Background: an optimization exercise with open tools, aiming at small area. Do not read the settings as production practice. The RTL was checked by simulation tests, not by an equivalence proof against the original design. Power and IR drop assume default switching activity.

== run B ==
// dma_probe
  ...
Settings: LEC_CHECK=0, CAP_MARGIN=20, CORE_AREA=5 5 245 245, DIE_AREA=0 0 250 250, PLACE_DENSITY=0.9, SLEW_MARGIN=20; clock period 5.0 ns.
standard.sh (not shown) runs the stock make flow with config.mk's settings and CLKGATE_MAP_FILE= SYNTH_SCRIPT=/design/flow/synth_recipe.tcl, a recipe that flattens the netlist after the stock synthesis.
==> flow/flow/run.sh <==
#!/bin/bash
# The standard layout (standard.sh, standard synthesis unchanged) with two changes:
#  - global placement buffers every input and output port with the smallest buffer,
#    sky130_fd_sc_hd__buf_1, rather than the resizer's default pick;
#  - clock tree synthesis uses clkbuf_8 leaf clusters of at most 16 sinks within 80 um
#    and no dummy loads. The tree is still balanced for the registers it drives.
set -euo pipefail
export BUFFER_PORTS_ARGS="-buffer_cell sky130_fd_sc_hd__buf_1"
export CTS_ARGS="-sink_clustering_enable -repair_clock_nets -dont_use_dummy_load -sink_clustering_size 16 -sink_clustering_max_diameter 80 -buf_list sky130_fd_sc_hd__clkbuf_8"
bash standard.sh synth > synth.log 2>&1
bash standard.sh finish > layout.log 2>&1
Run B has completed all stages; timing, DRC and antenna checks passed.
### run B -> run E
--- a/flow/design.v
+++ b/flow/design.v
@@ -214,13 +214,13 @@
 input s_axi_control_RREADY;
 output [C_S_AXI_CONTROL_DATA_WIDTH-1:0] s_axi_control_RDATA;
 output [1:0] s_axi_control_RRESP;
 output s_axi_control_BVALID;
 input s_axi_control_BREADY;
 output [1:0] s_axi_control_BRESP;
-output [16:0] data_num;
+output [16:0] data_num;             
 input [width-1:0] s0_axis_tdata;    
 input s0_axis_tvalid;
 input s0_axis_tlast;
 input [width/8-1:0] s0_axis_tkeep;
 output s0_axis_tready;
 input [width-1:0] s1_axis_tdata;    
@@ -255,66 +255,66 @@
 output s6_axis_tready;
 input [width-1:0] s7_axis_tdata;    
 input s7_axis_tvalid;
 input s7_axis_tlast;
 input [width/8-1:0] s7_axis_tkeep;
 output s7_axis_tready;
-output [width-1:0] probe_axis_tdata;    
+output [width-1:0] probe_axis_tdata;   
 output probe_axis_tvalid;
 output probe_axis_tlast;
 output [width/8-1:0] probe_axis_tkeep;
 input probe_axis_tready;
-output [width-1:0] m0_axis_tdata;    
+output [width-1:0] m0_axis_tdata;      
 output m0_axis_tvalid;
 output m0_axis_tlast;
 output [width/8-1:0] m0_axis_tkeep;
 input m0_axis_tready;
-output [width-1:0] m1_axis_tdata;    
+output [width-1:0] m1_axis_tdata;      
 output m1_axis_tvalid;
 output m1_axis_tlast;
 output [width/8-1:0] m1_axis_tkeep;
 input m1_axis_tready;
-output [width-1:0] m2_axis_tdata;    
+output [width-1:0] m2_axis_tdata;      
 output m2_axis_tvalid;
 output m2_axis_tlast;
 output [width/8-1:0] m2_axis_tkeep;
 input m2_axis_tready;
-output [width-1:0] m3_axis_tdata;    
+output [width-1:0] m3_axis_tdata;      
 output m3_axis_tvalid;
 output m3_axis_tlast;
 output [width/8-1:0] m3_axis_tkeep;
 input m3_axis_tready;
-output [width-1:0] m4_axis_tdata;    
+output [width-1:0] m4_axis_tdata;      
 output m4_axis_tvalid;
 output m4_axis_tlast;
 output [width/8-1:0] m4_axis_tkeep;
 input m4_axis_tready;
-output [width-1:0] m5_axis_tdata;    
+output [width-1:0] m5_axis_tdata;      
 output m5_axis_tvalid;
 output m5_axis_tlast;
 output [width/8-1:0] m5_axis_tkeep;
 input m5_axis_tready;
-output [width-1:0] m6_axis_tdata;    
+output [width-1:0] m6_axis_tdata;      
 output m6_axis_tvalid;
 output m6_axis_tlast;
 output [width/8-1:0] m6_axis_tkeep;
 input m6_axis_tready;
-output [width-1:0] m7_axis_tdata;    
+output [width-1:0] m7_axis_tdata;      
 output m7_axis_tvalid;
 output m7_axis_tlast;
 output [width/8-1:0] m7_axis_tkeep;
 input m7_axis_tready;
-wire [8*width-1:0]   s_tdata  = {s7_axis_tdata,s6_axis_tdata,s5_axis_tdata,s4_axis_tdata,s3_axis_tdata,s2_axis_tdata,s1_axis_tdata,s0_axis_tdata};
-wire [num-1:0]       s_tvalid = {s7_axis_tvalid,s6_axis_tvalid,s5_axis_tvalid,s4_axis_tvalid,s3_axis_tvalid,s2_axis_tvalid,s1_axis_tvalid,s0_axis_tvalid};
-wire [num-1:0]       s_tlast  = {s7_axis_tlast,s6_axis_tlast,s5_axis_tlast,s4_axis_tlast,s3_axis_tlast,s2_axis_tlast,s1_axis_tlast,s0_axis_tlast};
-wire [8*width/8-1:0] s_tkeep  = {s7_axis_tkeep,s6_axis_tkeep,s5_axis_tkeep,s4_axis_tkeep,s3_axis_tkeep,s2_axis_tkeep,s1_axis_tkeep,s0_axis_tkeep};
-wire [num-1:0]       m_tready = {m7_axis_tready,m6_axis_tready,m5_axis_tready,m4_axis_tready,m3_axis_tready,m2_axis_tready,m1_axis_tready,m0_axis_tready};
-reg [num-1:0]       s_tready_r;
-reg [num-1:0]       m_tvalid_r;
-reg [8*width-1:0]   m_tdata_r;
-reg [num-1:0]       m_tlast_r;
+wire [8*width-1:0] s_tdata  = {s7_axis_tdata,s6_axis_tdata,s5_axis_tdata,s4_axis_tdata,s3_axis_tdata,s2_axis_tdata,s1_axis_tdata,s0_axis_tdata};
+wire [num-1:0]     s_tvalid = {s7_axis_tvalid,s6_axis_tvalid,s5_axis_tvalid,s4_axis_tvalid,s3_axis_tvalid,s2_axis_tvalid,s1_axis_tvalid,s0_axis_tvalid};
+wire [num-1:0]     s_tlast  = {s7_axis_tlast,s6_axis_tlast,s5_axis_tlast,s4_axis_tlast,s3_axis_tlast,s2_axis_tlast,s1_axis_tlast,s0_axis_tlast};
+wire [8*width/8-1:0] s_tkeep = {s7_axis_tkeep,s6_axis_tkeep,s5_axis_tkeep,s4_axis_tkeep,s3_axis_tkeep,s2_axis_tkeep,s1_axis_tkeep,s0_axis_tkeep};
+wire [num-1:0]     m_tready = {m7_axis_tready,m6_axis_tready,m5_axis_tready,m4_axis_tready,m3_axis_tready,m2_axis_tready,m1_axis_tready,m0_axis_tready};
+reg [num-1:0]      s_tready_r;
+reg [num-1:0]      m_tvalid_r;
+reg [8*width-1:0]  m_tdata_r;
+reg [num-1:0]      m_tlast_r;
 reg [8*width/8-1:0] m_tkeep_r;
 always @(posedge ap_clk or negedge ap_rst_n)
   if (!ap_rst_n) begin
     s_tready_r <= 0;
     m_tvalid_r <= 0;
   end else begin
[summary]
- Run E reached the end of the flow, and the finished layout is clean on the timing, DRC and antenna checks.
- Going from run B to run E, fraction of power consumed by combinational cells comparable; synthesized-area fraction occupied by and/or/nand/nor cells comparable; routed length on met1 comparable; number of max-slew violations in the final report comparable.
- Taking run B as the reference, in run E xor and xnor fraction of the mapped netlist area neither gained nor lost much; count of port buffers added during placement closely matched the old numbers; count of cell types in the netlist now sits at about the same level; share of synthesized area occupied by flip-flops and latches now sits at about the same level.
- Between run B and run E, the via total after detailed routing does not differ in any meaningful way.
- From run B to run E, post-route standard cell area excluding fillers did not move at all.
- Synthesized area per cell came out exactly the same in run B and run E.
- Reported for run B and run E, final wirelength turned out identical to the last digit.
- Run E -> run B: area growth from synthesis to layout delta 0, exact match

port drivers added, routing unchanged:
The results above use ideal ports. As a check the final layouts listed here were re-extracted and re-timed, cells and wires unchanged. Step 1, drivers: a clkbuf_16 drives ap_clk and a buf_2 each remaining input, both assumed. Step 2 moves the port delays by t, midway between the first and last clock arrival at a register: inputs arrive t later, outputs are due t later. That takes back most of the time a late clock gives input paths. Three values: ideal, step 1, step 2; two values: the first two.
| run | t (ns) | setup slack, ns | worst setup path after step 2 |
|---|---|---|---|
| run B | 0.629 | 1.565 / 1.565 / 1.565 | register to register |
| run E | 0.629 | 1.565 / 1.565 / 1.565 | register to register |
After both steps setup and hold are still met in every run listed.
